Source: an optimization exercise on an open RTL-to-GDS flow (aim: small area and a short achievable clock period). Production flows keep margins and buffers that such runs may drop.
Where RTL was checked, it was by simulation tests only, not by an equivalence proof against the original.
No functional check of the RTL was part of run 1.
Power is estimated from default activity; no workload was simulated.

==> flow/design.v (outline; a module is shown in full before it is edited, if it fits) <==
// module matrix_multiplier: 1631 lines
// module mm_fa: 4 lines
// module mm_xn: 3 lines
// module mm_or: 3 lines
module matrix_multiplier #(
  parameter int DATA_WIDTH = 8,
  parameter int A_ROWS = 2,
  parameter int B_COLUMNS = 2,
  parameter int A_COLUMNS_B_ROWS = 2,
  parameter int C_DATA_WIDTH = (2 * DATA_WIDTH) + $clog2(A_COLUMNS_B_ROWS)
) (
  input                           clk_i,
  input                           reset_i,
  input                           valid_i,
  output logic                    valid_o,
  input        [A_ROWS * A_COLUMNS_B_ROWS * DATA_WIDTH-1:0]   a_i,
  input        [A_COLUMNS_B_ROWS * B_COLUMNS * DATA_WIDTH-1:0] b_i,
  output logic [A_ROWS * B_COLUMNS * C_DATA_WIDTH-1:0]         c_o
);
  // ...
==> flow/flow/run.sh <==
#!/bin/bash
# Own flow: the standard layout (standard.sh), with the ports buffered by
# plain buf_1 cells instead of the delay-buffer cell buffer_ports picks itself
# (every input and output port still gets its own buffer), and a clock tree
# built without dummy loads (same clustering as the standard flow).
set -euo pipefail
export BUFFER_PORTS_ARGS="-buffer_cell sky130_fd_sc_hd__buf_1"
export CTS_ARGS="-sink_clustering_enable -repair_clock_nets -dont_use_dummy_load"
bash standard.sh > standard.log 2>&1
==> flow/standard.sh <==
#!/bin/bash
# synth_recipe.tcl (not shown) runs the flow's synth.tcl, then flattens the netlist and writes it again
# the make line also repeats each setting of config.mk as NAME=value (left out here)
make -C /OpenROAD-flow-scripts/flow DESIGN_CONFIG=/design/flow/config.mk WORK_HOME=/design/flow/orfs CLKGATE_MAP_FILE= SYNTH_SCRIPT=/design/flow/synth_recipe.tcl "${@:-finish}"
==> flow/config.mk <==
export PLATFORM = sky130hd
export DESIGN_NAME = matrix_multiplier
export DESIGN_NICKNAME = matrix_multiplier
export VERILOG_FILES = /design/flow/design.v
export SDC_FILE = /design/flow/constraint.sdc
export NUM_CORES = 4
export LEC_CHECK = 0
export ABC_CLOCK_PERIOD_IN_PS = 2400
export CAP_MARGIN = 20
export CORE_MARGIN = 2
export CORE_UTILIZATION = 40
export SETUP_SLACK_MARGIN = 4.4
export SLEW_MARGIN = 20
export SYNTH_HIERARCHICAL = 1
==> flow/constraint.sdc <==
create_clock -name core_clock -period 6.8 [get_ports {clk_i}]
set_input_delay 1.3600 -clock core_clock [delete_from_list [all_inputs] [get_ports {clk_i}]]
set_output_delay 1.3600 -clock core_clock [all_outputs]
set_load 0.01 [all_outputs]
==> summary.txt, run 1 <==
- Status: finished clean
- Antenna viol nets, final: 0
- Detailed-route DRC error count: 0
- Fin nets: between 2000 and 2500
- Sequential cell area share: 37.2%
- Warnings, synthesis: 7
- Synth Instances: 1748
- Reg2Reg Setup Slack: 4.42 ns
- Post-Synth Adder-Cell Area: about 42%
- Clk Tree Root Cell: clkbuf_16
- Simple-Gate Fraction of Synth Area: roughly a tenth
- Place WS: roughly 3.9 ns
- WP buf/inv: 1
- Antenna diode count: 0
- DRT met1 WL: 17.7 mm
- Placer's final routability congestion estimate: 0.815
- Required @ worst endpoint: 5.44 ns
- Worst Skew: 0.0545 ns
- Static Leak: 9.10 nW
- Final Non-Filler Cells: 2494
- Met1 Usage GRT: 20.2%
- Number of flip-flops in the largest register: 68
- Most common cell in the netlist: nand2_1
- Final WL: 45.0 mm
- WHS Path Cells: 0
- Tot Pwr: about 9.5 mW
- Largest net degree at the start of global routing: 17
- Logic gate share of total power: 36.0%
- Register area: around 8900 µm²
- Sequential power share: 42.0%
- Multiplexer share of the synthesized area: 0%
- Hold WC Path Type: flip-flop to flip-flop
- Max Slew Vio Count: 0
- HPWL after DPL: ~33 mm
- Crit. path cell count: 1
- Biggest regs: c_o (68), a_q (32), b_q (32)
- Worst path top cell family by delay: flip-flops
- CP Max Fanout: 1
==> run 2, diff against run 1 <==
--- a/flow/design.v
+++ b/flow/design.v
@@ -1137,37 +1137,41 @@
   wire a0_G2 = a0_g3 | (a0_p3 & a0_g2);
   wire a0_P2 = a0_p3 & a0_p2;
   wire a0_G3 = a0_g5 | (a0_p5 & a0_g4);
   wire a0_P3 = a0_p5 & a0_p4;
   wire a0_G4 = a0_g7 | (a0_p7 & a0_g6);
   wire a0_P4 = a0_p7 & a0_p6;
   wire a0_G5 = a0_g9 | (a0_p9 & a0_g8);
   wire a0_P5 = a0_p9 & a0_p8;
-  wire a0_G6 = a0_G2 | (a0_P2 & a0_G1);
-  wire a0_P6 = a0_P2 & a0_P1;
-  wire a0_G7 = a0_G4 | (a0_P4 & a0_G3);
-  wire a0_P7 = a0_P4 & a0_P3;
-  wire a0_G8 = a0_G7 | (a0_P7 & a0_G6);
-  wire a0_P8 = a0_P7 & a0_P6;
-  wire a0_G9 = a0_G3 | (a0_P3 & a0_G6);
-  wire a0_P9 = a0_P3 & a0_P6;
-  wire a0_G10 = a0_G5 | (a0_P5 & a0_G8);
-  wire a0_P10 = a0_P5 & a0_P8;
-  wire a0_G11 = a0_g2 | (a0_p2 & a0_G1);
-  wire a0_P11 = a0_p2 & a0_P1;
-  wire a0_G12 = a0_g4 | (a0_p4 & a0_G6);
-  wire a0_P12 = a0_p4 & a0_P6;
-  wire a0_G13 = a0_g6 | (a0_p6 & a0_G9);
-  wire a0_P13 = a0_p6 & a0_P9;
-  wire a0_G14 = a0_g8 | (a0_p8 & a0_G8);
-  wire a0_P14 = a0_p8 & a0_P8;
-  wire a0_G15 = a0_g10 | (a0_p10 & a0_G10);
-  wire a0_P15 = a0_p10 & a0_P10;
-  wire [16:0] sum0 = {~(a0_p10 ^ a0_G10), ~(a0_p9 ^ a0_G14), ~(a0_p8 ^ a0_G8), ~(a0_p7 ^ a0_G13), ~(a0_p6 ^ a0_G9), ~(a0_p5 ^ a0_G12), ~(a0_p4 ^ a0_G6), ~(a0_p3 ^ a0_G11), ~(a0_p2 ^ a0_G1), ~(a0_p1 ^ a0_g0), ~cse0_406, ~cse0_405, ~cse0_404, ~cse0_403, ~cse0_402, ~cse0_401, ~cse0_400};
+  wire a0_G6 = a0_g2 | (a0_p2 & a0_G1);
+  wire a0_P6 = a0_p2 & a0_P1;
+  wire a0_G7 = a0_G2 | (a0_P2 & a0_G1);
+  wire a0_P7 = a0_P2 & a0_P1;
+  wire a0_G8 = a0_g6 | (a0_p6 & a0_G3);
+  wire a0_P8 = a0_p6 & a0_P3;
+  wire a0_G9 = a0_G4 | (a0_P4 & a0_G3);
+  wire a0_P9 = a0_P4 & a0_P3;
+  wire a0_G10 = a0_g10 | (a0_p10 & a0_G5);
+  wire a0_P10 = a0_p10 & a0_P5;
+  wire a0_G11 = a0_g4 | (a0_p4 & a0_G7);
+  wire a0_P11 = a0_p4 & a0_P7;
+  wire a0_G12 = a0_G3 | (a0_P3 & a0_G7);
+  wire a0_P12 = a0_P3 & a0_P7;
+  wire a0_G13 = a0_G8 | (a0_P8 & a0_G7);
+  wire a0_P13 = a0_P8 & a0_P7;
+  wire a0_G14 = a0_G9 | (a0_P9 & a0_G7);
+  wire a0_P14 = a0_P9 & a0_P7;
+  wire a0_G15 = a0_g8 | (a0_p8 & a0_G14);
+  wire a0_P15 = a0_p8 & a0_P14;
+  wire a0_G16 = a0_G5 | (a0_P5 & a0_G14);
+  wire a0_P16 = a0_P5 & a0_P14;
+  wire a0_G17 = a0_G10 | (a0_P10 & a0_G14);
+  wire a0_P17 = a0_P10 & a0_P14;
+  wire [16:0] sum0 = {~(a0_p10 ^ a0_G16), ~(a0_p9 ^ a0_G15), ~(a0_p8 ^ a0_G14), ~(a0_p7 ^ a0_G13), ~(a0_p6 ^ a0_G12), ~(a0_p5 ^ a0_G11), ~(a0_p4 ^ a0_G7), ~(a0_p3 ^ a0_G6), ~(a0_p2 ^ a0_G1), ~(a0_p1 ^ a0_g0), ~cse0_406, ~cse0_405, ~cse0_404, ~cse0_403, ~cse0_402, ~cse0_401, ~cse0_400};
   wire a1_g0 = 1'b1 & 1'b1;
   wire a1_p0 = 1'b1 ^ 1'b1;
   wire a1_g1 = cse1_831 & cse1_832;
   wire a1_p1 = cse1_831 ^ cse1_832;
   wire a1_g2 = cse1_833 & cse1_834;
   wire a1_p2 = cse1_833 ^ cse1_834;
   wire a1_g3 = cse1_835 & cse1_836;
   wire a1_p3 = cse1_835 ^ cse1_836;
@@ -1190,37 +1194,41 @@
   wire a1_G2 = a1_g3 | (a1_p3 & a1_g2);
   wire a1_P2 = a1_p3 & a1_p2;
   wire a1_G3 = a1_g5 | (a1_p5 & a1_g4);
   wire a1_P3 = a1_p5 & a1_p4;
   wire a1_G4 = a1_g7 | (a1_p7 & a1_g6);
   wire a1_P4 = a1_p7 & a1_p6;
   wire a1_G5 = a1_g9 | (a1_p9 & a1_g8);
   wire a1_P5 = a1_p9 & a1_p8;
-  wire a1_G6 = a1_G2 | (a1_P2 & a1_G1);
-  wire a1_P6 = a1_P2 & a1_P1;
-  wire a1_G7 = a1_G4 | (a1_P4 & a1_G3);
-  wire a1_P7 = a1_P4 & a1_P3;
-  wire a1_G8 = a1_G7 | (a1_P7 & a1_G6);
-  wire a1_P8 = a1_P7 & a1_P6;
-  wire a1_G9 = a1_G3 | (a1_P3 & a1_G6);
-  wire a1_P9 = a1_P3 & a1_P6;
-  wire a1_G10 = a1_G5 | (a1_P5 & a1_G8);
-  wire a1_P10 = a1_P5 & a1_P8;
-  wire a1_G11 = a1_g2 | (a1_p2 & a1_G1);
-  wire a1_P11 = a1_p2 & a1_P1;
-  wire a1_G12 = a1_g4 | (a1_p4 & a1_G6);
-  wire a1_P12 = a1_p4 & a1_P6;
-  wire a1_G13 = a1_g6 | (a1_p6 & a1_G9);
-  wire a1_P13 = a1_p6 & a1_P9;
-  wire a1_G14 = a1_g8 | (a1_p8 & a1_G8);
-  wire a1_P14 = a1_p8 & a1_P8;
-  wire a1_G15 = a1_g10 | (a1_p10 & a1_G10);
-  wire a1_P15 = a1_p10 & a1_P10;
-  wire [16:0] sum1 = {~(a1_p10 ^ a1_G10), ~(a1_p9 ^ a1_G14), ~(a1_p8 ^ a1_G8), ~(a1_p7 ^ a1_G13), ~(a1_p6 ^ a1_G9), ~(a1_p5 ^ a1_G12), ~(a1_p4 ^ a1_G6), ~(a1_p3 ^ a1_G11), ~(a1_p2 ^ a1_G1), ~(a1_p1 ^ a1_g0), ~cse1_830, ~cse1_829, ~cse1_828, ~cse1_827, ~cse1_826, ~cse1_825, ~cse1_824};
+  wire a1_G6 = a1_g2 | (a1_p2 & a1_G1);
+  wire a1_P6 = a1_p2 & a1_P1;
+  wire a1_G7 = a1_G2 | (a1_P2 & a1_G1);
+  wire a1_P7 = a1_P2 & a1_P1;
+  wire a1_G8 = a1_g6 | (a1_p6 & a1_G3);
+  wire a1_P8 = a1_p6 & a1_P3;
+  wire a1_G9 = a1_G4 | (a1_P4 & a1_G3);
+  wire a1_P9 = a1_P4 & a1_P3;
+  wire a1_G10 = a1_g10 | (a1_p10 & a1_G5);
+  wire a1_P10 = a1_p10 & a1_P5;
+  wire a1_G11 = a1_g4 | (a1_p4 & a1_G7);
+  wire a1_P11 = a1_p4 & a1_P7;
+  wire a1_G12 = a1_G3 | (a1_P3 & a1_G7);
+  wire a1_P12 = a1_P3 & a1_P7;
+  wire a1_G13 = a1_G8 | (a1_P8 & a1_G7);
+  wire a1_P13 = a1_P8 & a1_P7;
+  wire a1_G14 = a1_G9 | (a1_P9 & a1_G7);
+  wire a1_P14 = a1_P9 & a1_P7;
+  wire a1_G15 = a1_g8 | (a1_p8 & a1_G14);
+  wire a1_P15 = a1_p8 & a1_P14;
+  wire a1_G16 = a1_G5 | (a1_P5 & a1_G14);
+  wire a1_P16 = a1_P5 & a1_P14;
+  wire a1_G17 = a1_G10 | (a1_P10 & a1_G14);
+  wire a1_P17 = a1_P10 & a1_P14;
+  wire [16:0] sum1 = {~(a1_p10 ^ a1_G16), ~(a1_p9 ^ a1_G15), ~(a1_p8 ^ a1_G14), ~(a1_p7 ^ a1_G13), ~(a1_p6 ^ a1_G12), ~(a1_p5 ^ a1_G11), ~(a1_p4 ^ a1_G7), ~(a1_p3 ^ a1_G6), ~(a1_p2 ^ a1_G1), ~(a1_p1 ^ a1_g0), ~cse1_830, ~cse1_829, ~cse1_828, ~cse1_827, ~cse1_826, ~cse1_825, ~cse1_824};
   wire a2_g0 = 1'b1 & 1'b1;
   wire a2_p0 = 1'b1 ^ 1'b1;
   wire a2_g1 = cse2_1255 & cse2_1256;
   wire a2_p1 = cse2_1255 ^ cse2_1256;
   wire a2_g2 = cse2_1257 & cse2_1258;
   wire a2_p2 = cse2_1257 ^ cse2_1258;
   wire a2_g3 = cse2_1259 & cse2_1260;
   wire a2_p3 = cse2_1259 ^ cse2_1260;
@@ -1243,37 +1251,41 @@
   wire a2_G2 = a2_g3 | (a2_p3 & a2_g2);
   wire a2_P2 = a2_p3 & a2_p2;
   wire a2_G3 = a2_g5 | (a2_p5 & a2_g4);
   wire a2_P3 = a2_p5 & a2_p4;
   wire a2_G4 = a2_g7 | (a2_p7 & a2_g6);
   wire a2_P4 = a2_p7 & a2_p6;
   wire a2_G5 = a2_g9 | (a2_p9 & a2_g8);
   wire a2_P5 = a2_p9 & a2_p8;
-  wire a2_G6 = a2_G2 | (a2_P2 & a2_G1);
-  wire a2_P6 = a2_P2 & a2_P1;
-  wire a2_G7 = a2_G4 | (a2_P4 & a2_G3);
-  wire a2_P7 = a2_P4 & a2_P3;
-  wire a2_G8 = a2_G7 | (a2_P7 & a2_G6);
-  wire a2_P8 = a2_P7 & a2_P6;
-  wire a2_G9 = a2_G3 | (a2_P3 & a2_G6);
-  wire a2_P9 = a2_P3 & a2_P6;
-  wire a2_G10 = a2_G5 | (a2_P5 & a2_G8);
-  wire a2_P10 = a2_P5 & a2_P8;
-  wire a2_G11 = a2_g2 | (a2_p2 & a2_G1);
-  wire a2_P11 = a2_p2 & a2_P1;
-  wire a2_G12 = a2_g4 | (a2_p4 & a2_G6);
-  wire a2_P12 = a2_p4 & a2_P6;
-  wire a2_G13 = a2_g6 | (a2_p6 & a2_G9);
-  wire a2_P13 = a2_p6 & a2_P9;
-  wire a2_G14 = a2_g8 | (a2_p8 & a2_G8);
-  wire a2_P14 = a2_p8 & a2_P8;
-  wire a2_G15 = a2_g10 | (a2_p10 & a2_G10);
-  wire a2_P15 = a2_p10 & a2_P10;
-  wire [16:0] sum2 = {~(a2_p10 ^ a2_G10), ~(a2_p9 ^ a2_G14), ~(a2_p8 ^ a2_G8), ~(a2_p7 ^ a2_G13), ~(a2_p6 ^ a2_G9), ~(a2_p5 ^ a2_G12), ~(a2_p4 ^ a2_G6), ~(a2_p3 ^ a2_G11), ~(a2_p2 ^ a2_G1), ~(a2_p1 ^ a2_g0), ~cse2_1254, ~cse2_1253, ~cse2_1252, ~cse2_1251, ~cse2_1250, ~cse2_1249, ~cse2_1248};
+  wire a2_G6 = a2_g2 | (a2_p2 & a2_G1);
+  wire a2_P6 = a2_p2 & a2_P1;
+  wire a2_G7 = a2_G2 | (a2_P2 & a2_G1);
+  wire a2_P7 = a2_P2 & a2_P1;
+  wire a2_G8 = a2_g6 | (a2_p6 & a2_G3);
+  wire a2_P8 = a2_p6 & a2_P3;
+  wire a2_G9 = a2_G4 | (a2_P4 & a2_G3);
+  wire a2_P9 = a2_P4 & a2_P3;
+  wire a2_G10 = a2_g10 | (a2_p10 & a2_G5);
+  wire a2_P10 = a2_p10 & a2_P5;
+  wire a2_G11 = a2_g4 | (a2_p4 & a2_G7);
+  wire a2_P11 = a2_p4 & a2_P7;
+  wire a2_G12 = a2_G3 | (a2_P3 & a2_G7);
+  wire a2_P12 = a2_P3 & a2_P7;
+  wire a2_G13 = a2_G8 | (a2_P8 & a2_G7);
+  wire a2_P13 = a2_P8 & a2_P7;
+  wire a2_G14 = a2_G9 | (a2_P9 & a2_G7);
+  wire a2_P14 = a2_P9 & a2_P7;
+  wire a2_G15 = a2_g8 | (a2_p8 & a2_G14);
+  wire a2_P15 = a2_p8 & a2_P14;
+  wire a2_G16 = a2_G5 | (a2_P5 & a2_G14);
+  wire a2_P16 = a2_P5 & a2_P14;
+  wire a2_G17 = a2_G10 | (a2_P10 & a2_G14);
+  wire a2_P17 = a2_P10 & a2_P14;
+  wire [16:0] sum2 = {~(a2_p10 ^ a2_G16), ~(a2_p9 ^ a2_G15), ~(a2_p8 ^ a2_G14), ~(a2_p7 ^ a2_G13), ~(a2_p6 ^ a2_G12), ~(a2_p5 ^ a2_G11), ~(a2_p4 ^ a2_G7), ~(a2_p3 ^ a2_G6), ~(a2_p2 ^ a2_G1), ~(a2_p1 ^ a2_g0), ~cse2_1254, ~cse2_1253, ~cse2_1252, ~cse2_1251, ~cse2_1250, ~cse2_1249, ~cse2_1248};
   wire a3_g0 = 1'b1 & 1'b1;
   wire a3_p0 = 1'b1 ^ 1'b1;
   wire a3_g1 = cse3_1679 & cse3_1680;
   wire a3_p1 = cse3_1679 ^ cse3_1680;
   wire a3_g2 = cse3_1681 & cse3_1682;
   wire a3_p2 = cse3_1681 ^ cse3_1682;
   wire a3_g3 = cse3_1683 & cse3_1684;
   wire a3_p3 = cse3_1683 ^ cse3_1684;
@@ -1296,37 +1308,41 @@
   wire a3_G2 = a3_g3 | (a3_p3 & a3_g2);
   wire a3_P2 = a3_p3 & a3_p2;
   wire a3_G3 = a3_g5 | (a3_p5 & a3_g4);
   wire a3_P3 = a3_p5 & a3_p4;
   wire a3_G4 = a3_g7 | (a3_p7 & a3_g6);
   wire a3_P4 = a3_p7 & a3_p6;
   wire a3_G5 = a3_g9 | (a3_p9 & a3_g8);
   wire a3_P5 = a3_p9 & a3_p8;
-  wire a3_G6 = a3_G2 | (a3_P2 & a3_G1);
-  wire a3_P6 = a3_P2 & a3_P1;
-  wire a3_G7 = a3_G4 | (a3_P4 & a3_G3);
-  wire a3_P7 = a3_P4 & a3_P3;
-  wire a3_G8 = a3_G7 | (a3_P7 & a3_G6);
-  wire a3_P8 = a3_P7 & a3_P6;
-  wire a3_G9 = a3_G3 | (a3_P3 & a3_G6);
-  wire a3_P9 = a3_P3 & a3_P6;
-  wire a3_G10 = a3_G5 | (a3_P5 & a3_G8);
-  wire a3_P10 = a3_P5 & a3_P8;
-  wire a3_G11 = a3_g2 | (a3_p2 & a3_G1);
-  wire a3_P11 = a3_p2 & a3_P1;
-  wire a3_G12 = a3_g4 | (a3_p4 & a3_G6);
-  wire a3_P12 = a3_p4 & a3_P6;
-  wire a3_G13 = a3_g6 | (a3_p6 & a3_G9);
-  wire a3_P13 = a3_p6 & a3_P9;
-  wire a3_G14 = a3_g8 | (a3_p8 & a3_G8);
-  wire a3_P14 = a3_p8 & a3_P8;
-  wire a3_G15 = a3_g10 | (a3_p10 & a3_G10);
-  wire a3_P15 = a3_p10 & a3_P10;
-  wire [16:0] sum3 = {~(a3_p10 ^ a3_G10), ~(a3_p9 ^ a3_G14), ~(a3_p8 ^ a3_G8), ~(a3_p7 ^ a3_G13), ~(a3_p6 ^ a3_G9), ~(a3_p5 ^ a3_G12), ~(a3_p4 ^ a3_G6), ~(a3_p3 ^ a3_G11), ~(a3_p2 ^ a3_G1), ~(a3_p1 ^ a3_g0), ~cse3_1678, ~cse3_1677, ~cse3_1676, ~cse3_1675, ~cse3_1674, ~cse3_1673, ~cse3_1672};
+  wire a3_G6 = a3_g2 | (a3_p2 & a3_G1);
+  wire a3_P6 = a3_p2 & a3_P1;
+  wire a3_G7 = a3_G2 | (a3_P2 & a3_G1);
+  wire a3_P7 = a3_P2 & a3_P1;
+  wire a3_G8 = a3_g6 | (a3_p6 & a3_G3);
+  wire a3_P8 = a3_p6 & a3_P3;
+  wire a3_G9 = a3_G4 | (a3_P4 & a3_G3);
+  wire a3_P9 = a3_P4 & a3_P3;
+  wire a3_G10 = a3_g10 | (a3_p10 & a3_G5);
+  wire a3_P10 = a3_p10 & a3_P5;
+  wire a3_G11 = a3_g4 | (a3_p4 & a3_G7);
+  wire a3_P11 = a3_p4 & a3_P7;
+  wire a3_G12 = a3_G3 | (a3_P3 & a3_G7);
+  wire a3_P12 = a3_P3 & a3_P7;
+  wire a3_G13 = a3_G8 | (a3_P8 & a3_G7);
+  wire a3_P13 = a3_P8 & a3_P7;
+  wire a3_G14 = a3_G9 | (a3_P9 & a3_G7);
+  wire a3_P14 = a3_P9 & a3_P7;
+  wire a3_G15 = a3_g8 | (a3_p8 & a3_G14);
+  wire a3_P15 = a3_p8 & a3_P14;
+  wire a3_G16 = a3_G5 | (a3_P5 & a3_G14);
+  wire a3_P16 = a3_P5 & a3_P14;
+  wire a3_G17 = a3_G10 | (a3_P10 & a3_G14);
+  wire a3_P17 = a3_P10 & a3_P14;
+  wire [16:0] sum3 = {~(a3_p10 ^ a3_G16), ~(a3_p9 ^ a3_G15), ~(a3_p8 ^ a3_G14), ~(a3_p7 ^ a3_G13), ~(a3_p6 ^ a3_G12), ~(a3_p5 ^ a3_G11), ~(a3_p4 ^ a3_G7), ~(a3_p3 ^ a3_G6), ~(a3_p2 ^ a3_G1), ~(a3_p1 ^ a3_g0), ~cse3_1678, ~cse3_1677, ~cse3_1676, ~cse3_1675, ~cse3_1674, ~cse3_1673, ~cse3_1672};
   logic [3:0] v_q;
   always_ff @(posedge clk_i) begin
     if (reset_i) v_q <= '0;
     else v_q <= {v_q[2:0], valid_i};
   end
   assign valid_o = v_q[3];
   always_ff @(posedge clk_i) begin
     a_q <= a_i;
==> flow/flow/run.sh (replaced) <==
#!/bin/bash
# Own flow: the standard layout (standard.sh), with the ports buffered by
# plain buf_1 cells instead of the delay-buffer cell buffer_ports picks itself
# (every input and output port still gets its own buffer), and a clock tree
# built without dummy loads and with clkbuf_4 leaf buffers.
set -euo pipefail
export BUFFER_PORTS_ARGS="-buffer_cell sky130_fd_sc_hd__buf_1"
export CTS_ARGS="-sink_clustering_enable -repair_clock_nets -dont_use_dummy_load -sink_clustering_buffer sky130_fd_sc_hd__clkbuf_4"
bash standard.sh > standard.log 2>&1
==> summary.txt, run 2 <==
- Vias per cell: 4.96 (was 4.89)
- Initial antenna violation count: 0 (unchanged)
- Hold WC Path Type: flip-flop to flip-flop (unchanged)
- Worst Tran Pin Value: 0.324 ns (was 0.427 ns)
- Worst Setup Start Kind: flip-flop (unchanged)
- Commonest non-fill, non-tap cell in the layout: nand2_1 (unchanged)
- Core Area: 52600 µm² (was 52800 µm²)
- Worst VDD drop: 0.180 mV (was 0.207 mV)
- Placed Instance Area: 22100 µm² (was 22200 µm²)
- Setup total negative slack: 0 ns (unchanged)
- Clk Tree Root Cell: clkbuf_16 (unchanged)
- Post-synth EDFFs: 0 (unchanged)
- Routed len/inst: 17.7 µm (was 18.1 µm)
- Syn_nets: 2255 (was 2279)
- Final Hold Viols: 0 (unchanged)
- Fin nets: 2377 (was 2339)
- Type of the worst setup path: flip-flop to flip-flop (was flip-flop to output port)
- RSZ-0062 raised after global routing: yes (unchanged)
- Placer's final routability congestion estimate: 0.843 (was 0.815)
- I/O pins: 136 (unchanged)
- Most frequent cells in the layout: nand2_1 (518), fa_1 (424), dfxtp_1 (337) (was nand2_1 (520), fa_1 (428), dfxtp_1 (330))
- Clk sinks: 432 (unchanged)
- Antenna diode count: 0 (unchanged)
- Max_slew headroom: 78.2% (was 71.5%)
- Hold-fix buffers, CTS: 0 (unchanged)
- Worst-Skew Late Latency: 0.58 ns (was 0.59 ns)
- CTS tree: yes (unchanged)
- Largest register by flop count: c_o (unchanged)
- Worst Skew: 0.0600 ns (was 0.0545 ns)
- Seq/Total Area, Yosys: 40.7% (was 40.4%)
- Synth unique cells: 26 (was 22)
- Status: finished clean (unchanged)
- Vias in the first global route: 14200 (was 13700)
- Setup crit start: a_q[5]$_DFF_P_ (was c_o[53]$_DFF_P_)
- Max Fclk: 422 MHz (was 420 MHz)
- Max clock buf depth: 3 (unchanged)
- Layout cell share with drive strength beyond 1: 15.4% (was 12.7%)
- Crit Reg-Reg Startpoint: a_q[5]$_DFF_P_ (was b_q[6]$_DFF_P_)
- Yosys top cell area share: 40.7% (was 40.4%)
- Num rows: 84 (unchanged)
- Number of flip-flops in the largest register: 68 (unchanged)
- Max Cap Viol: 0 (unchanged)
- Final Cell Area: 23700 µm² (was 24000 µm²)
- WP data arrival: 2.79 ns (was 1.02 ns)
- Average cell area after synthesis: 12.3 µm² (was 12.2 µm²)
- Minimum clock period: 2.37 ns (was 2.38 ns)
- H-tree Lvls: 3 (was 2)
- Die height: 234 µm (was 235 µm)
- Critical path capture point: r3e0_331$_DFF_P_ (was c_o[53])
- Die area: 54900 µm² (was 55400 µm²)
- TritonCTS buffer count: 107 (was 46)
- Final WL: 45.0 mm (about the same)
- Leading area contributor after synthesis: dfxtp_1 (unchanged)
- Synth Instances: 1728 (was 1748)
- Commonest cells post-synth: nand2_1 (518), dfxtp_1 (432), fa_1 (424) (was nand2_1 (520), dfxtp_1 (432), fa_1 (428))
- Post-synth ARST share: 0% (unchanged)
- Hold Crit Start: r3e2_1140$_DFF_P_ (was r3e0_293$_DFF_P_)
- Reg2Reg Setup Slack: 4.43 ns (was 4.42 ns)
- Total grt overflow: 0 (unchanged)
- Synthesized flop and latch total: 432 (unchanged)
- Pwr dens: 387 nW/µm² (was 394 nW/µm²)
- R2R Path End: r3e0_331$_DFF_P_ (was r3e0_317$_DFF_P_)
- Worst-path clk slew: 0.06 ns (about the same)
- Vias post-DR: 12600 (was 12200)
- HPWL after DPL: 33.0 mm (about the same)
- CP Max Fanout: 16 (was 1)
- Max Slew Vio Count: 0 (unchanged)
- Synth Flop Type: dfxtp_1 (unchanged)
- Detailed-route DRC error count: 0 (unchanged)
- Mapped Area: 21200 µm² (was 21400 µm²)
- PortBufs: 135 (unchanged)
- Cell count of the worst reg-to-reg path: 4 (unchanged)
- Most common cell in the netlist: nand2_1 (unchanged)
- Final setup violation count: 0 (unchanged)
- Leading post-synthesis cells by cell area: dfxtp_1 (41%), fa_1 (40%), nand2_1 (9.2%) (was dfxtp_1 (40%), fa_1 (40%), nand2_1 (9.1%))
- Warnings, synthesis: 7 (unchanged)
- Required @ worst endpoint: 7.22 ns (was 5.44 ns)
- Starting density of the core: 40.4% (was 40.6%)
- DR iter-0 viols: 908 (was 811)
- Largest net degree at the start of global routing: 17 (unchanged)
- Filler instances: 4852 (was 4802)
- Chip width: 234 µm (was 235 µm)
- Pre-Repair DR Iteration Count: 5 (unchanged)
- First-pass GRT wire length: 72.2 mm (was 71.4 mm)
- Hold WS: 0.309 ns (was 0.286 ns)
- Static Leak: 8.97 nW (was 9.10 nW)
- Worst setup EP type: flip-flop (was output port)
- GRT Util Overall: 17.2% (was 16.5%)
- Biggest regs: c_o (68), a_q (32), b_q (32) (unchanged)
- Period utilization: 34.8% (was 35.1%)
- Area Overhead vs Synth: 11.6% (was 12.1%)
- Antenna viol nets, final: 0 (unchanged)
[run 2: power by group]
| part | switching (mW) | internal, mW | total (mW) |
|---|---|---|---|
| clock network | 0.886 | 0.892 | 1.78 |
| registers | 0.497 | 3.46 | 3.96 |
| logic | 1.68 | 1.76 | 3.44 |
| total | 3.07 | 6.11 | 9.18 |
[run 2: metal layers]
metal / wire length (µm) / up-vias / track usage (%)
li1: - / 5381 / -
met1: 16600 / 6467 / 20.2
met2: 23000 / 624 / 29.1
met3: 3950 / 108 / 5.41
met4: 1480 / 0 / 7.65
met5: 0 / - / 0
[run 2: cell families (layout without fill, tap and decap cells)]
group / count (synthesis) / in the layout / synth area share [%]
and+or+nand+nor: 572 / 572 / 10.7
buffers and inverters: 181 / 301 / 3.20
xor gates and xnor gates: 52 / 52 / 2.15
adders and majority gates: 460 / 460 / 42.1
DFF: 432 / 432 / 40.7
AOI/OAI and AO/OA: 31 / 31 / 1.07
[run 2: area by class of cell]
class,instances,area [µm²],share of cell area (%)
Timing Repair Buffer,141,847,3.57
Sequential cell,432,8930,37.7
Clock buffer,107,961,4.06
Multi-Input combinational cell,1115,11900,50.2
Inverter,53,199,0.840
Tap cell,688,861,3.63
[run 2: critical path, stage by stage (launching register included)]
cell,delay (ns)
dfxtp_4,0.52
nand2_1,0.14
fa_1,0.52
fa_1,0.54
fa_1,0.51
[run 2: worst min path at each step]
stage,cells past startpoint,endpoint
finish,0,cse2_1249$_DFF_P_
global route,0,cse2_1249$_DFF_P_
CTS,0,cse2_1249$_DFF_P_
detailed placement,0,cse0_401$_DFF_P_
global placement,0,cse2_1250$_DFF_P_
floorplan,0,cse0_400$_DFF_P_
[run 2: Yosys stat by module, one instance, submodules excluded]
module	flops+latches	area (µm²)	copies in the design
mm_fa	0	20.0	412
mm_xn	0	8.76	32
mm_or	0	6.26	32
matrix_multiplier	432	12500	1
[run 2: through the flow]
| step | instances | total power [mW] | utilization, % | setup WS (ns) |
|---|---|---|---|---|
| 6_report | 2536 | 9.18 | 45.1 | 4.43 |
| 5_1_grt | 2536 | 10.1 | 45.1 | 4.36 |
| 4_1_cts | 2530 | 9.40 | 44.6 | 4.38 |
| 3_5_place_dp | 2423 | 7.42 | 42.1 | 3.98 |
| 3_3_place_gp | 2423 | 7.31 | 42.1 | 4.05 |
| 2_1_floorplan | 1728 | 6.37 | - | 4.40 |
[run 2: what timing repair did]
action | CTS | global route
setup endpoints to repair | 192 | 128
cloned | 0 | 0
setup buffers | 0 | 6
gates resized for setup | 196 | 70
==> run 3, diff against run 2 <==
==> flow/flow/run.sh (replaced) <==
#!/bin/bash
# Own flow: the standard layout (standard.sh), with the ports buffered by
# plain buf_1 cells instead of the delay-buffer cell buffer_ports picks itself
# (every input and output port still gets its own buffer), and a clock tree
# built without dummy loads and with clkbuf_8 leaf buffers.
set -euo pipefail
export BUFFER_PORTS_ARGS="-buffer_cell sky130_fd_sc_hd__buf_1"
export CTS_ARGS="-sink_clustering_enable -repair_clock_nets -dont_use_dummy_load -sink_clustering_buffer sky130_fd_sc_hd__clkbuf_8"
bash standard.sh > standard.log 2>&1
==> summary.txt, run 3 <==
- Status: finished clean (unchanged)
- Detailed-route DRC error count: 0 (unchanged)
- Register area: 8910 µm² (was 8930 µm²)
- Largest net degree at the start of global routing: 17 (unchanged)
- Max_slew headroom: 79.1% (was 78.2%)
- Hold WC Path Type: flip-flop to flip-flop (unchanged)
- Period utilization: 34.7% (was 34.8%)
- Worst Tran Pin Value: 0.311 ns (was 0.324 ns)
- Area Overhead vs Synth: 11.3% (was 11.6%)
- Clk sinks: 432 (unchanged)
- First-pass GRT wire length: 72.0 mm (was 72.2 mm)
- Commonest non-fill, non-tap cell in the layout: nand2_1 (unchanged)
- Commonest cells post-synth: nand2_1 (518), dfxtp_1 (432), fa_1 (424) (unchanged)
- Filler instances: 4810 (was 4852)
- Placer's final routability congestion estimate: 0.843 (unchanged)
- Final Hold Viols: 0 (unchanged)
- Setup total negative slack: 0 ns (unchanged)
- Max clock buf depth: 3 (unchanged)
- Mapped Area: 21200 µm² (unchanged)
- Synth unique cells: 26 (unchanged)
- Max Slew Vio Count: 0 (unchanged)
- CP Max Fanout: 16 (unchanged)
- Type of the worst setup path: flip-flop to flip-flop (unchanged)
- Fin nets: 2340 (was 2377)
- Pwr dens: 390 nW/µm² (was 387 nW/µm²)
- Synth Instances: 1728 (unchanged)
- Routed len/inst: 18.1 µm (was 17.7 µm)
- Worst-path clk slew: 0.06 ns (about the same)
- Pre-Repair DR Iteration Count: 5 (unchanged)
- Antenna diode count: 0 (unchanged)
- Initial antenna violation count: 0 (unchanged)
- Number of flip-flops in the largest register: 68 (unchanged)
- PortBufs: 135 (unchanged)
- I/O pins: 136 (unchanged)
- Minimum clock period: 2.36 ns (was 2.37 ns)
- Starting density of the core: 40.4% (unchanged)
- Die area: 54900 µm² (unchanged)
- Worst Skew: 0.0409 ns (was 0.0600 ns)
- Reg2Reg Setup Slack: 4.44 ns (was 4.43 ns)
- Required @ worst endpoint: 7.20 ns (was 7.22 ns)
- DR iter-0 viols: 1004 (was 908)
- Worst Setup Start Kind: flip-flop (unchanged)
- Num rows: 84 (unchanged)
- Placed cell count: 2423 (unchanged)
- Max Fclk: 424 MHz (was 422 MHz)
- Placed Instance Area: 22100 µm² (unchanged)
- Core Area: 52600 µm² (unchanged)
- Seq/Total Area, Yosys: 40.7% (unchanged)
- Final WL: 45.3 mm (was 45.0 mm)
- Vias per cell: 4.95 (was 4.96)
- RSZ-0062 raised after global routing: yes (unchanged)
- Post-synth ARST share: 0% (unchanged)
- H-tree Lvls: 3 (unchanged)
- TritonCTS buffer count: 70 (was 107)
- Warnings, synthesis: 7 (unchanged)
- GRT Util Overall: 17.1% (was 17.2%)
- Chip width: 234 µm (unchanged)
- Static Leak: 8.90 nW (was 8.97 nW)
- Clk Tree Root Cell: clkbuf_16 (unchanged)
- Area occupied by multi-input gates: 11900 µm² (unchanged)
- Post-synth EDFFs: 0 (unchanged)
- WP data arrival: 2.75 ns (was 2.79 ns)
- Total grt overflow: 0 (unchanged)
- Antenna viol nets, final: 0 (unchanged)
- CTS tree: yes (unchanged)
- Worst-Skew Late Latency: 0.55 ns (was 0.58 ns)
- Worst VDD drop: 0.165 mV (was 0.180 mV)
- Leading area contributor after synthesis: dfxtp_1 (unchanged)
- Most frequent cells in the layout: nand2_1 (518), fa_1 (424), dfxtp_1 (352) (was nand2_1 (518), fa_1 (424), dfxtp_1 (337))
- Vias post-DR: 12400 (was 12600)
- Most common cell in the netlist: nand2_1 (unchanged)
- Biggest regs: c_o (68), a_q (32), b_q (32) (unchanged)
- Syn_nets: 2255 (unchanged)
- Die height: 234 µm (unchanged)
- Leading post-synthesis cells by cell area: dfxtp_1 (41%), fa_1 (40%), nand2_1 (9.2%) (unchanged)
- Synth Flop Type: dfxtp_1 (unchanged)
- Largest register by flop count: c_o (unchanged)
- Vias in the first global route: 13900 (was 14200)
- Layout cell share with drive strength beyond 1: 12.6% (was 15.4%)
- Final Cell Area: 23600 µm² (was 23700 µm²)
- Final Non-Filler Cells: 2499 (was 2536)
- Yosys top cell area share: 40.7% (unchanged)
- HPWL after DPL: 33.0 mm (unchanged)
- Average cell area after synthesis: 12.3 µm² (unchanged)
- Max Cap Viol: 0 (unchanged)
- Synthesized flop and latch total: 432 (unchanged)
- Final setup violation count: 0 (unchanged)
- Worst setup EP type: flip-flop (unchanged)
## run 3: layer usage
metal	track usage, %	share of wire [%]	up-vias
met5	0	0	-
met4	6.54	3.1	0
met1	20.5	38	6419
li1	-	-	5274
met3	4.90	8.3	111
met2	29.3	51	568
## run 3: report_power, final
| part | switching (mW) | internal, mW |
|---|---|---|
| sequential | 0.479 | 3.45 |
| combinational | 1.70 | 1.68 |
| clock | 0.887 | 1.03 |
## run 3: area by class of cell
type	instances	share of cell area, %
clock buffers	70	4.51
inverters	53	0.842
multi-input cells	1115	50.4
flip-flops and latches	432	37.7
well taps	688	3.64
repair buffers	141	2.95
## run 3: worst paths after layout
kind                                           to              start  cells after the start
worst max register to register   r3e0_303$_DFF_P_     a_q[3]$_DFF_P_                      4
worst min register to register  cse2_1249$_DFF_P_  r3e2_1140$_DFF_P_                      0
worst max-delay path             r3e0_303$_DFF_P_     a_q[3]$_DFF_P_                      4
worst min-delay path            cse2_1249$_DFF_P_  r3e2_1140$_DFF_P_                      0
## run 3: repair_timing
item                                    in CTS  in global routing
endpoints found under the setup margin     181                 90
setup buffers                                0                  6
hold buffers                                 0                  0
gates resized for setup                    155                 61
## run 3: through the flow
stage	setup slack [ns]	power [mW]	util (%)	hold WS, ns
after global placement	4.05	7.31	42.1	0.311
after global routing	4.37	10.1	45.0	0.323
final	4.44	9.22	45.0	0.322
after floorplan	4.40	6.37	-	0.310
after CTS	4.39	9.45	44.6	0.320
after detailed placement	3.98	7.42	42.1	0.312
## run 3: logic make-up (layout without fill, tap and decap cells)
kind of cell	after synthesis	after routing	share of synthesized area [%]
AO/OA/AOI/OAI	31	31	1.07
XOR/XNOR	52	52	2.15
buffers and inverters	181	264	3.20
AND/OR/NAND/NOR	572	572	10.7
flip-flops	432	432	40.7
adder cells (fa/ha/maj)	460	460	42.1
## run 3: Yosys stat by module, one instance, submodules excluded
module             area, µm²  flip-flops and latches  copies in the design  cells
mm_or                   6.26                       0                    32      1
mm_fa                   20.0                       0                   412      1
mm_xn                   8.76                       0                    32      1
matrix_multiplier      12500                     432                     1   1252
## run 3: worst max-delay path, stage by stage (launching register included)
cell and delay (ns):
dfxtp_4 0.50, nand2_1 0.14, fa_1 0.58, fa_1 0.48
fa_1 0.50
==> run 4, diff against run 3 <==
==> flow/flow/run.sh (replaced) <==
#!/bin/bash
# Own flow: the standard layout (standard.sh), with the ports buffered by
# plain buf_1 cells instead of the delay-buffer cell buffer_ports picks itself
# (every input and output port still gets its own buffer), and a clock tree
# built without dummy loads (same clustering as the standard flow).
set -euo pipefail
export BUFFER_PORTS_ARGS="-buffer_cell sky130_fd_sc_hd__buf_1"
export CTS_ARGS="-sink_clustering_enable -repair_clock_nets -dont_use_dummy_load"
bash standard.sh > standard.log 2>&1
==> summary.txt, run 4 <==
- Vias per cell: 4.95 (about the same)
- Layout cell share with drive strength beyond 1: 12.1% (was 12.6%)
- Worst path top cell family by delay: flip-flops (was adder cells)
- Leading area contributor after synthesis: dfxtp_1 (unchanged)
- Final Cell Area: 23800 µm² (was 23600 µm²)
- Status: finished clean (unchanged)
- Tot Pwr: 9.44 mW (was 9.22 mW)
- Synth Flop Type: dfxtp_1 (unchanged)
- Fin nets: 2314 (was 2340)
- DR iter-0 viols: 919 (was 1004)
- Number of flip-flops in the largest register: 68 (unchanged)
- CTS tree: yes (unchanged)
- Clk Tree Root Cell: clkbuf_16 (unchanged)
- Worst-path clk slew: 0.06 ns (about the same)
- Placer's final routability congestion estimate: 0.843 (unchanged)
- Core Area: 52600 µm² (unchanged)
- Slowest-stage cell, CP: dfxtp_2 (was fa_1)
- Initial antenna violation count: 0 (unchanged)
- Warnings, synthesis: 7 (unchanged)
- Total grt overflow: 0 (unchanged)
- Starting density of the core: 40.4% (unchanged)
- Area Overhead vs Synth: 12.0% (was 11.3%)
- Die area: 54900 µm² (unchanged)
- CP Max Fanout: 1 (was 16)
- Final setup violation count: 0 (unchanged)
- H-tree Lvls: 2 (was 3)
- Synth unique cells: 26 (unchanged)
- Area occupied by multi-input gates: 11900 µm² (unchanged)
- First-pass GRT wire length: 71.7 mm (was 72.0 mm)
- Chip width: 234 µm (unchanged)
- Max_slew headroom: 74.4% (was 79.1%)
- HPWL after DPL: 33.0 mm (unchanged)
- Pre-Repair DR Iteration Count: 5 (unchanged)
- Commonest non-fill, non-tap cell in the layout: nand2_1 (unchanged)
- Max clock buf depth: 3 (unchanged)
- Vias in the first global route: 13700 (was 13900)
- DRT met1 WL: 16.8 mm (was 17.1 mm)
- Worst Skew: 0.0457 ns (was 0.0409 ns)
- Die height: 234 µm (unchanged)
- Placed Instance Area: 22100 µm² (unchanged)
- Commonest cells post-synth: nand2_1 (518), dfxtp_1 (432), fa_1 (424) (unchanged)
- Average cell area after synthesis: 12.3 µm² (unchanged)
- Hold WC Path Type: flip-flop to flip-flop (unchanged)
- Biggest regs: c_o (68), a_q (32), b_q (32) (unchanged)
- Static Leak: 8.93 nW (was 8.90 nW)
- Most frequent cells in the layout: nand2_1 (518), fa_1 (424), dfxtp_1 (341) (was nand2_1 (518), fa_1 (424), dfxtp_1 (352))
- Worst VDD drop: 0.208 mV (was 0.165 mV)
- Max Fclk: 422 MHz (was 424 MHz)
- Clk sinks: 432 (unchanged)
- Worst Setup Start Kind: flip-flop (unchanged)
- Required @ worst endpoint: 5.44 ns (was 7.20 ns)
- Post-synth ARST share: 0% (unchanged)
- Worst setup EP type: output port (was flip-flop)
- Most common cell in the netlist: nand2_1 (unchanged)
- Top layer in use: met4 (unchanged)
- Pwr dens: 397 nW/µm² (was 390 nW/µm²)
- Worst-Skew Late Latency: 0.58 ns (was 0.55 ns)
- Final WL: 44.8 mm (was 45.3 mm)
- Num rows: 84 (unchanged)
- Mapped Area: 21200 µm² (unchanged)
- CP Cell Sequence: buf_2 (was nand2_1, fa_1, fa_1, fa_1)
- Leading post-synthesis cells by cell area: dfxtp_1 (41%), fa_1 (40%), nand2_1 (9.2%) (unchanged)
- Max Cap Viol: 0 (unchanged)
- RSZ-0062 raised after global routing: yes (unchanged)
- PortBufs: 135 (unchanged)
- Synth Instances: 1728 (unchanged)
- Largest net degree at the start of global routing: 17 (unchanged)
- Antenna viol nets, final: 0 (unchanged)
- Largest register by flop count: c_o (unchanged)
- Synthesized flop and latch total: 432 (unchanged)
- Setup total negative slack: 0 ns (unchanged)
- Placed cell count: 2423 (unchanged)
- Max Slew Vio Count: 0 (unchanged)
- Worst Tran Pin Value: 0.385 ns (was 0.311 ns)
- WP data arrival: 1.01 ns (was 2.75 ns)
- Yosys top cell area share: 40.7% (unchanged)
- Detailed-route DRC error count: 0 (unchanged)
- Minimum clock period: 2.37 ns (was 2.36 ns)
- Final Hold Viols: 0 (unchanged)
- Max stage delay on crit path: 0.31 ns (was 0.58 ns)
- Met2 WL post-DR: 23.0 mm (was 23.1 mm)
- Routed len/inst: 18.1 µm (about the same)
- Final Non-Filler Cells: 2473 (was 2499)
- GRT Util Overall: 17.0% (was 17.1%)
- Vias post-DR: 12200 (was 12400)
- TritonCTS buffer count: 46 (was 70)
- Seq/Total Area, Yosys: 40.7% (unchanged)
- Filler instances: 4775 (was 4810)
- Period utilization: 34.9% (was 34.7%)
- I/O pins: 136 (unchanged)
- Type of the worst setup path: flip-flop to output port (was flip-flop to flip-flop)
- WP buf/inv: 1 (was 0)
- Syn_nets: 2255 (unchanged)
- Register area: 8920 µm² (was 8910 µm²)
- Antenna diode count: 0 (unchanged)
- Post-synth EDFFs: 0 (unchanged)
- Met3 wire len: 3.51 mm (was 3.74 mm)
[run 4: cell counts after synthesis]
Identical to the previous run, type by type.
[run 4: Yosys stat by module, one instance, submodules excluded]
module	cell area (µm²)	cells
mm_or	6.26	1
mm_xn	8.76	1
mm_fa	20.0	1
matrix_multiplier	12500	1252
[run 4: where the power goes]
group	internal (mW)	switching (mW)
clock	1.18	0.894
combinational	1.73	1.69
sequential	3.46	0.492
total	6.37	3.07
[run 4: area by class of cell]
| type | count | share of cell area [%] |
|---|---|---|
| clock buffer | 46 | 4.84 |
| inverter | 53 | 0.836 |
| multi-input combinational | 1115 | 50.0 |
| sequential | 432 | 37.5 |
| tap | 688 | 3.62 |
| timing repair buffer | 139 | 3.17 |
[run 4: final timing paths]
path	slack, ns	end	startpoint	depth (start not counted)
min	0.32	cse2_1249$_DFF_P_	r3e2_1140$_DFF_P_	0
max	4.43	c_o[54]	c_o[54]$_DFF_P_	1
max reg2reg	4.45	r3e0_303$_DFF_P_	b_q[3]$_DFF_P_	4
min reg2reg	0.32	cse2_1249$_DFF_P_	r3e2_1140$_DFF_P_	0
[run 4: what timing repair did]
action                                  4_1_cts  5_1_grt
setup buffers                                 0        4
pin swaps                                     0        0
resized for setup                           189       56
endpoints found under the setup margin      196       85
hold buffers                                  0        0
[run 4: cells by family after synthesis]
| family | after synthesis | synth area share [%] |
|---|---|---|
| and+or+nand+nor | 572 | 10.7 |
| adders and majority gates | 460 | 42.1 |
| DFF | 432 | 40.7 |
| buffers and inverters | 181 | 3.20 |
| xor gates and xnor gates | 52 | 2.15 |
| AOI/OAI and AO/OA | 31 | 1.07 |
[run 4: layer usage]
layer	track usage, %	vias to the layer above
li1	-	5222
met2	29.6	567
met1	20.7	6353
met5	0	-
met3	3.73	107
met4	6.23	0
[run 4: through the flow]
stage / utilization [%] / setup slack [ns] / hold WS (ns)
finish: 45.3 / 4.43 / 0.319
global placement: 42.1 / 4.05 / 0.311
floorplan: - / 4.40 / 0.310
detailed placement: 42.1 / 3.98 / 0.312
CTS: 44.9 / 4.38 / 0.323
global route: 45.3 / 4.37 / 0.321
==> run 5, diff against run 4 <==
==> flow/flow/run.sh (replaced) <==
#!/bin/bash
# Own flow: the standard layout (standard.sh), with the ports buffered by
# plain buf_1 cells instead of the delay-buffer cell buffer_ports picks itself
# (every input and output port still gets its own buffer), and a clock tree
# built without dummy loads, with clusters of up to 14 registers within 60 um, each driven by a clkbuf_8.
set -euo pipefail
export BUFFER_PORTS_ARGS="-buffer_cell sky130_fd_sc_hd__buf_1"
export CTS_ARGS="-sink_clustering_enable -repair_clock_nets -dont_use_dummy_load -sink_clustering_buffer sky130_fd_sc_hd__clkbuf_8 -sink_clustering_size 14 -sink_clustering_max_diameter 60"
bash standard.sh > standard.log 2>&1
==> summary.txt, run 5 <==
- HPWL after DPL: 33.0 mm (unchanged)
- Met3 wire len: 3.71 mm (was 3.51 mm)
- Number of flip-flops in the largest register: 68 (unchanged)
- Post-synth ARST share: 0% (unchanged)
- Pint: 5.80 mW (was 6.37 mW)
- Routed len/inst: 18.1 µm (about the same)
- Hold WC Path Type: flip-flop to flip-flop (unchanged)
- Type of the worst setup path: flip-flop to flip-flop (was flip-flop to output port)
- H-tree Lvls: 2 (unchanged)
- Pre-Repair DR Iteration Count: 6 (was 5)
- Core Util, Final: 44.4% (was 45.3%)
- Status: finished clean (unchanged)
- Worst Skew: 0.0436 ns (was 0.0457 ns)
- Most frequent cells in the layout: nand2_1 (518), fa_1 (424), dfxtp_1 (347) (was nand2_1 (518), fa_1 (424), dfxtp_1 (341))
- Max clock buf depth: 3 (unchanged)
- Vias in the first global route: 13700 (about the same)
- Clk Tree Root Cell: clkbuf_16 (unchanged)
- Final WL: 44.9 mm (was 44.8 mm)
- Setup crit start: a_q[10]$_DFF_P_ (was c_o[54]$_DFF_P_)
- Placer's final routability congestion estimate: 0.843 (unchanged)
- RSZ-0062 raised after global routing: yes (unchanged)
- Layout cell share with drive strength beyond 1: 11.4% (was 12.1%)
- Vias per cell: 4.94 (was 4.95)
- Antenna viol nets, final: 0 (unchanged)
- Pwr dens: 376 nW/µm² (was 397 nW/µm²)
- CTS tree: yes (unchanged)
- Max Slew Vio Count: 0 (unchanged)
- Max_slew headroom: 74.7% (was 74.4%)
- Detailed-route DRC error count: 0 (unchanged)
- Reg2Reg Setup Slack: 4.44 ns (was 4.45 ns)
- Worst Tran Pin Value: 0.379 ns (was 0.385 ns)
- Post-synth EDFFs: 0 (unchanged)
- Worst setup EP type: flip-flop (was output port)
- Crit Reg-Reg Startpoint: a_q[10]$_DFF_P_ (was b_q[3]$_DFF_P_)
- Sequential power share: 44.9% (was 41.8%)
- Logic gate share of total power: 38.8% (was 36.2%)
- Final Cell Area: 23300 µm² (was 23800 µm²)
- Clock network fraction of design power: 16.4% (was 22.0%)
- Psw: 2.98 mW (was 3.07 mW)
- Average cell area after synthesis: 12.3 µm² (unchanged)
- Yosys top cell area share: 40.7% (unchanged)
- Met2 WL post-DR: 22.9 mm (was 23.0 mm)
- Mapped Area: 21200 µm² (unchanged)
- Static Leak: 8.72 nW (was 8.93 nW)
- Hold Crit Start: r3e3_1563$_DFF_P_ (was r3e2_1140$_DFF_P_)
- Fin nets: 2317 (was 2314)
- Warnings, synthesis: 7 (unchanged)
- Syn_nets: 2255 (unchanged)
- Largest register by flop count: c_o (unchanged)
- Num rows: 84 (unchanged)
- Synth Instances: 1728 (unchanged)
- Worst-Skew Late Latency: 0.55 ns (was 0.58 ns)
- WP data arrival: 2.74 ns (was 1.01 ns)
- Worst Setup Start Kind: flip-flop (unchanged)
- Minimum clock period: 2.36 ns (was 2.37 ns)
- First-pass GRT wire length: 71.4 mm (was 71.7 mm)
- Initial antenna violation count: 0 (unchanged)
- I/O pins: 136 (unchanged)
- Leading area contributor after synthesis: dfxtp_1 (unchanged)
- Commonest non-fill, non-tap cell in the layout: nand2_1 (unchanged)
- Max Cap Viol: 0 (unchanged)
- Net Sw Frac: 34.0% (was 32.6%)
- TritonCTS buffer count: 43 (was 46)
- Synth Flop Type: dfxtp_1 (unchanged)
- GRT Util Overall: 16.9% (was 17.0%)
- Seq/Total Area, Yosys: 40.7% (unchanged)
- DRT met1 WL: 17.0 mm (was 16.8 mm)
- Die area: 54900 µm² (unchanged)
- Setup total negative slack: 0 ns (unchanged)
- Synthesized flop and latch total: 432 (unchanged)
- R2R Path End: r3e0_303$_DFF_P_ (unchanged)
- Synth unique cells: 26 (unchanged)
- Antenna diode count: 0 (unchanged)
- Core Area: 52600 µm² (unchanged)
- Vias post-DR: 12200 (about the same)
- Starting density of the core: 40.4% (unchanged)
- Largest net degree at the start of global routing: 17 (unchanged)
- CP Max Fanout: 16 (was 1)
- Placed Instance Area: 22100 µm² (unchanged)
- DR iter-0 viols: 840 (was 919)
- Commonest cells post-synth: nand2_1 (518), dfxtp_1 (432), fa_1 (424) (unchanged)
- Required @ worst endpoint: 7.19 ns (was 5.44 ns)
- Top layer in use: met4 (unchanged)
- Die height: 234 µm (unchanged)
- Clk sinks: 432 (unchanged)
- Critical path capture point: r3e0_303$_DFF_P_ (was c_o[54])
- Biggest regs: c_o (68), a_q (32), b_q (32) (unchanged)
- Chip width: 234 µm (unchanged)
- Total grt overflow: 0 (unchanged)
- Max Fclk: 424 MHz (was 422 MHz)
- Leading post-synthesis cells by cell area: dfxtp_1 (41%), fa_1 (40%), nand2_1 (9.2%) (unchanged)
- Hold WS: 0.323 ns (was 0.319 ns)
- Final setup violation count: 0 (unchanged)
- Most common cell in the netlist: nand2_1 (unchanged)
- Final Hold Viols: 0 (unchanged)
- Worst-path clk slew: 0.08 ns (was 0.06 ns)
- Area Overhead vs Synth: 9.93% (was 12.0%)
- Cell count of the worst reg-to-reg path: 4 (unchanged)
- PortBufs: 135 (unchanged)
- Period utilization: 34.7% (was 34.9%)
- Worst VDD drop: 0.203 mV (was 0.208 mV)
-- run 5: area by class of cell --
class | instances | area, µm²
Multi-Input combinational cell | 1115 | 11900
Tap cell | 688 | 861
Timing Repair Buffer | 145 | 816
Clock buffer | 43 | 648
Inverter | 53 | 199
Fill cell | 4843 | 29200
Sequential cell | 432 | 8910
-- run 5: layer usage --
metal  vias to the layer above  track usage [%]
met5                         -                0
met4                         0             5.74
met3                        91             4.30
met2                       556             29.3
met1                      6355             20.6
li1                       5224                -
-- run 5: how the worst min path moves through the flow --
| stage | end | slack, ns | cells past startpoint |
|---|---|---|---|
| 2_1_floorplan | cse0_400$_DFF_P_ | 0.31 | 0 |
| 3_3_place_gp | cse2_1250$_DFF_P_ | 0.31 | 0 |
| 3_5_place_dp | cse0_401$_DFF_P_ | 0.31 | 0 |
| 4_1_cts | cse3_1672$_DFF_P_ | 0.32 | 0 |
| 5_1_grt | cse3_1672$_DFF_P_ | 0.32 | 0 |
| 6_report | cse3_1672$_DFF_P_ | 0.32 | 0 |
-- run 5: cell families after synthesis --
family,after synthesis,synth area share [%]
and+or+nand+nor,572,10.7
xor gates and xnor gates,52,2.15
buffers and inverters,181,3.20
AOI/OAI and AO/OA,31,1.07
adders and majority gates,460,42.1
DFF,432,40.7
-- run 5: worst max-delay path, stage by stage (launching register included) --
cell and delay [ns]:
dfxtp_4 0.53, nand2_1 0.13, fa_1 0.53, fa_1 0.60, fa_1 0.43
-- run 5: stage by stage --
| step | std cells | setup slack, ns | total power [mW] |
|---|---|---|---|
| after CTS | 2466 | 4.38 | 8.97 |
| after detailed placement | 2423 | 3.98 | 7.42 |
| after global placement | 2423 | 4.05 | 7.31 |
| after floorplan | 1728 | 4.40 | 6.37 |
| after global routing | 2476 | 4.37 | 9.69 |
| final | 2476 | 4.44 | 8.78 |
-- run 5: what timing repair did --
item                                    in CTS  in global routing
hold buffers                                 0                  0
resized for setup                          152                 80
endpoints found under the setup margin     165                107
buffers inserted                             0                 10
-- run 5: power by group through the flow --
| stage | clock network [mW] | logic [mW] | registers [mW] |
|---|---|---|---|
| 6_report | 1.44 | 3.40 | 3.94 |
| 5_1_grt | 1.62 | 4.02 | 4.05 |
| 4_1_cts | 1.52 | 3.49 | 3.96 |
| 3_5_place_dp | 0 | 3.41 | 4.01 |
| 3_3_place_gp | 0 | 3.32 | 3.99 |
| 2_1_floorplan | 0 | 2.47 | 3.90 |
-- run 5: modules after synthesis, one instance, submodules excluded --
module	cells	area [µm²]
matrix_multiplier	1252	12500
mm_or	1	6.26
mm_xn	1	8.76
mm_fa	1	20.0
==> run 6, diff against run 5 <==
==> flow/flow/run.sh (replaced) <==
#!/bin/bash
# Own flow: the standard layout (standard.sh), with the ports buffered by
# plain buf_1 cells instead of the delay-buffer cell buffer_ports picks itself
# (every input and output port still gets its own buffer), and a clock tree
# built without dummy loads, with clusters of up to 14 registers, each driven by a clkbuf_8.
set -euo pipefail
export BUFFER_PORTS_ARGS="-buffer_cell sky130_fd_sc_hd__buf_1"
export CTS_ARGS="-sink_clustering_enable -repair_clock_nets -dont_use_dummy_load -sink_clustering_buffer sky130_fd_sc_hd__clkbuf_8 -sink_clustering_size 14 -sink_clustering_max_diameter 80"
bash standard.sh > standard.log 2>&1
--- a/flow/config.mk
+++ b/flow/config.mk
@@ -6,9 +6,9 @@
 export NUM_CORES = 4
 export LEC_CHECK = 0
-export ABC_CLOCK_PERIOD_IN_PS = 2400
+export ABC_CLOCK_PERIOD_IN_PS = 2350
 export CAP_MARGIN = 20
 export CORE_MARGIN = 2
 export CORE_UTILIZATION = 40
-export SETUP_SLACK_MARGIN = 4.4
+export SETUP_SLACK_MARGIN = 4.45
 export SLEW_MARGIN = 20
 export SYNTH_HIERARCHICAL = 1
==> summary.txt, run 6 <==
- Type of the worst setup path: flip-flop to output port (was flip-flop to flip-flop)
- Max stage delay on crit path: 0.33 ns (was 0.60 ns)
- CP Max Fanout: 1 (was 16)
- Worst-path clk slew: 0.09 ns (was 0.08 ns)
- Syn_nets: 2255 (unchanged)
- Status: finished clean (unchanged)
- Clk Tree Root Cell: clkbuf_16 (unchanged)
- Placed cell count: 2423 (unchanged)
- Antenna viol nets, final: 0 (unchanged)
- Core Util, Final: 45.3% (was 44.4%)
- DR iter-0 viols: 779 (was 840)
- Yosys top cell area share: 40.7% (unchanged)
- Synth Instances: 1728 (unchanged)
- Most common cell in the netlist: nand2_1 (unchanged)
- Warnings, synthesis: 7 (unchanged)
- Final WL: 46.0 mm (was 44.9 mm)
- Reg2Reg Setup Slack: 4.46 ns (was 4.44 ns)
- Routed len/inst: 18.4 µm (was 18.1 µm)
- Worst Skew: 0.0448 ns (was 0.0436 ns)
- Initial antenna violation count: 0 (unchanged)
- CTS tree: yes (unchanged)
- Total grt overflow: 0 (unchanged)
- Worst Setup Start Kind: flip-flop (unchanged)
- Slowest-stage cell, CP: dfxtp_2 (was fa_1)
- WP buf/inv: 1 (was 0)
- Synthesized flop and latch total: 432 (unchanged)
- Worst VDD drop: 0.289 mV (was 0.203 mV)
- GRT Util Overall: 17.0% (was 16.9%)
- Area Overhead vs Synth: 12.2% (was 9.93%)
- Max Cap Viol: 0 (unchanged)
- Synth unique cells: 26 (unchanged)
- Period utilization: 34.5% (was 34.7%)
- Worst setup EP type: output port (was flip-flop)
- Static Leak: 8.95 nW (was 8.72 nW)
- Largest net degree at the start of global routing: 17 (unchanged)
- Max Fclk: 427 MHz (was 424 MHz)
- Chip width: 234 µm (unchanged)
- Minimum clock period: 2.34 ns (was 2.36 ns)
- Largest register by flop count: c_o (unchanged)
- PortBufs: 135 (unchanged)
- Fin nets: 2340 (was 2317)
- R2R Path End: r3e3_1578$_DFF_P_ (was r3e0_303$_DFF_P_)
- Post-synth EDFFs: 0 (unchanged)
- Crit Reg-Reg Startpoint: b_q[12]$_DFF_P_ (was a_q[10]$_DFF_P_)
- Core Area: 52600 µm² (unchanged)
- CP Cell Sequence: buf_6 (was nand2_1, fa_1, fa_1, fa_1)
- Most frequent cells in the layout: nand2_1 (518), fa_1 (424), dfxtp_1 (323) (was nand2_1 (518), fa_1 (424), dfxtp_1 (347))
- Setup total negative slack: 0 ns (unchanged)
- Max clock buf depth: 3 (unchanged)
- Worst-Skew Late Latency: 0.54 ns (was 0.55 ns)
- Synth Flop Type: dfxtp_1 (unchanged)
- Cell count of the worst reg-to-reg path: 4 (unchanged)
- Hold Crit Start: r3e1_716$_DFF_P_ (was r3e3_1563$_DFF_P_)
- WHS Path Cells: 0 (unchanged)
- Leading post-synthesis cells by cell area: dfxtp_1 (41%), fa_1 (40%), nand2_1 (9.2%) (unchanged)
- Layout cell share with drive strength beyond 1: 14.5% (was 11.4%)
- RSZ-0062 raised after global routing: yes (unchanged)
- Hold EP: cse1_825$_DFF_P_ (was cse3_1672$_DFF_P_)
- Biggest regs: c_o (68), a_q (32), b_q (32) (unchanged)
- Num rows: 84 (unchanged)
- Filler instances: 4787 (was 4843)
- Detailed-route DRC error count: 0 (unchanged)
- Starting density of the core: 40.4% (unchanged)
- Vias in the first global route: 13700 (about the same)
- Final Non-Filler Cells: 2499 (was 2476)
- Commonest non-fill, non-tap cell in the layout: nand2_1 (unchanged)
- Post-synth ARST share: 0% (unchanged)
- Final setup violation count: 0 (unchanged)
- Pre-Repair DR Iteration Count: 5 (was 6)
- Final Hold Viols: 0 (unchanged)
- Vias per cell: 4.89 (was 4.94)
- Die height: 234 µm (unchanged)
- HPWL after DPL: 32.9 mm (was 33.0 mm)
- H-tree Lvls: 2 (unchanged)
- Tot Pwr: 8.85 mW (was 8.78 mW)
- Seq/Total Area, Yosys: 40.7% (unchanged)
- Max Slew Vio Count: 0 (unchanged)
- Worst path top cell family by delay: flip-flops (was adder cells)
- Hold-fix buffers, CTS: 0 (unchanged)
- WP data arrival: 0.98 ns (was 2.74 ns)
- Placer's final routability congestion estimate: 0.829 (was 0.843)
- Average cell area after synthesis: 12.3 µm² (unchanged)
- Commonest cells post-synth: nand2_1 (518), dfxtp_1 (432), fa_1 (424) (unchanged)
- Number of flip-flops in the largest register: 68 (unchanged)
- Die area: 54900 µm² (unchanged)
- Leading area contributor after synthesis: dfxtp_1 (unchanged)
- I/O pins: 136 (unchanged)
- Required @ worst endpoint: 5.44 ns (was 7.19 ns)
- Mapped Area: 21200 µm² (unchanged)
- TritonCTS buffer count: 38 (was 43)
- Max_slew headroom: 68.7% (was 74.7%)
- Pwr dens: 371 nW/µm² (was 376 nW/µm²)
- Worst Tran Pin Value: 0.466 ns (was 0.379 ns)
- Antenna diode count: 0 (unchanged)
- First-pass GRT wire length: 71.7 mm (was 71.4 mm)
- Vias post-DR: 12200 (about the same)
- Clk sinks: 432 (unchanged)
- Hold WC Path Type: flip-flop to flip-flop (unchanged)
==> run 6: cell count changes in the layout (fill, tap and decap cells not counted), sizes merged <==
cell,change
clkbuf,-24
buf,+47
==> run 6: cell type report <==
type                       count  area [µm²]  share of cell area, %
timing repair buffer         173        1340                   5.63
sequential                   432        8940                   37.5
tap                          688         861                   3.61
inverter                      53         199                  0.835
multi-input combinational   1115       11900                   49.9
clock buffer                  38         579                   2.43
==> run 6: worst max-delay path by stage <==
stage / from / endpoint / slack [ns] / cells past startpoint
5_1_grt: a_q[16]$_DFF_P_ / r3e3_1578$_DFF_P_ / 4.39 / 4
3_3_place_gp: a_q[10]$_DFF_P_ / r3e1_727$_DFF_P_ / 4.07 / 4
6_report: c_o[58]$_DFF_P_ / c_o[58] / 4.46 / 1
3_5_place_dp: a_q[9]$_DFF_P_ / r3e0_306$_DFF_P_ / 4.02 / 4
2_1_floorplan: a_q[12]$_DFF_P_ / r3e1_723$_DFF_P_ / 4.45 / 6
4_1_cts: c_o[58]$_DFF_P_ / c_o[58] / 4.41 / 1
==> run 6: metal layers <==
metal | vias to the layer above | global-route usage (%) | wire (µm)
li1 | 5268 | - | -
met1 | 6314 | 21.4 | 18100
met2 | 556 | 28.6 | 22500
met3 | 91 | 3.62 | 3950
met4 | 0 | 6.72 | 1430
met5 | - | 0 | 0
==> run 6: stage by stage <==
| step | hold WS, ns | setup WS [ns] | cell area (µm²) |
|---|---|---|---|
| after floorplan | 0.310 | 4.45 | 21500 |
| after global placement | 0.310 | 4.07 | 22100 |
| after detailed placement | 0.314 | 4.02 | 22100 |
| final | 0.330 | 4.46 | 23800 |
| after CTS | 0.332 | 4.41 | 23300 |
| after global routing | 0.336 | 4.39 | 23800 |
==> run 6: modules after synthesis (local to each module, per instance) <==
| module | cell area [µm²] | times used | cells | flip-flops and latches |
|---|---|---|---|---|
| matrix_multiplier | 12500 | 1 | 1252 | 432 |
| mm_fa | 20.0 | 412 | 1 | 0 |
| mm_or | 6.26 | 32 | 1 | 0 |
| mm_xn | 8.76 | 32 | 1 | 0 |
==> run 6: where the power goes <==
| part | internal, mW | switching (mW) |
|---|---|---|
| registers | 3.46 | 0.490 |
| clock network | 0.570 | 0.812 |
| logic | 1.81 | 1.71 |
| total | 5.84 | 3.01 |
==> run 6: what timing repair did <==
item	CTS	global route
endpoints found under the setup margin	204	115
setup buffers	3	35
gates resized for setup	257	38
pin swaps	0	2
==> run 6: kinds of logic after synthesis <==
| group | after synthesis | synth area share (%) |
|---|---|---|
| simple gates | 572 | 10.7 |
| buf+inv | 181 | 3.20 |
| xor+xnor | 52 | 2.15 |
| compound gates | 31 | 1.07 |
| fa+ha+maj | 460 | 42.1 |
| flops | 432 | 40.7 |

-- what the ideal ports hide --
Ports are ideal in the flow. The routed layouts listed here were re-timed in OpenROAD.
Step 1, drivers: a clkbuf_16 drives clk_i and a buf_2 each remaining input, both assumed.
Step 2 moves the port delays by t, midway between the first and last clock arrival at a register: inputs arrive t later, outputs are due t later. That takes back most of the time a late clock gives input paths.
Slacks: ideal / step 1 / step 2; pairs: ideal / step 1.
run | shift t [ns] | setup WS [ns] | hold slack, ns | worst register clock-pin slew, ns
run 1 | 0.617 | 4.416 / 4.363 / 4.423 | 0.286 / 0.286 / 0.286 | 0.07 / 0.07
run 2 | 0.598 | 4.433 / 4.387 / 4.433 | 0.309 / 0.309 / 0.309 | 0.07 / 0.07
run 3 | 0.583 | 4.444 / 4.398 / 4.444 | 0.322 / 0.322 / 0.322 | 0.06 / 0.06
run 4 | 0.609 | 4.429 / 4.380 / 4.445 | 0.319 / 0.319 / 0.319 | 0.07 / 0.07
run 5 | 0.573 | 4.443 / 4.399 / 4.443 | 0.323 / 0.323 / 0.323 | 0.09 / 0.09
run 6 | 0.572 | 4.457 / 4.403 / 4.458 | 0.330 / 0.330 / 0.330 | 0.09 / 0.09
After both steps setup and hold are still met in every run listed.
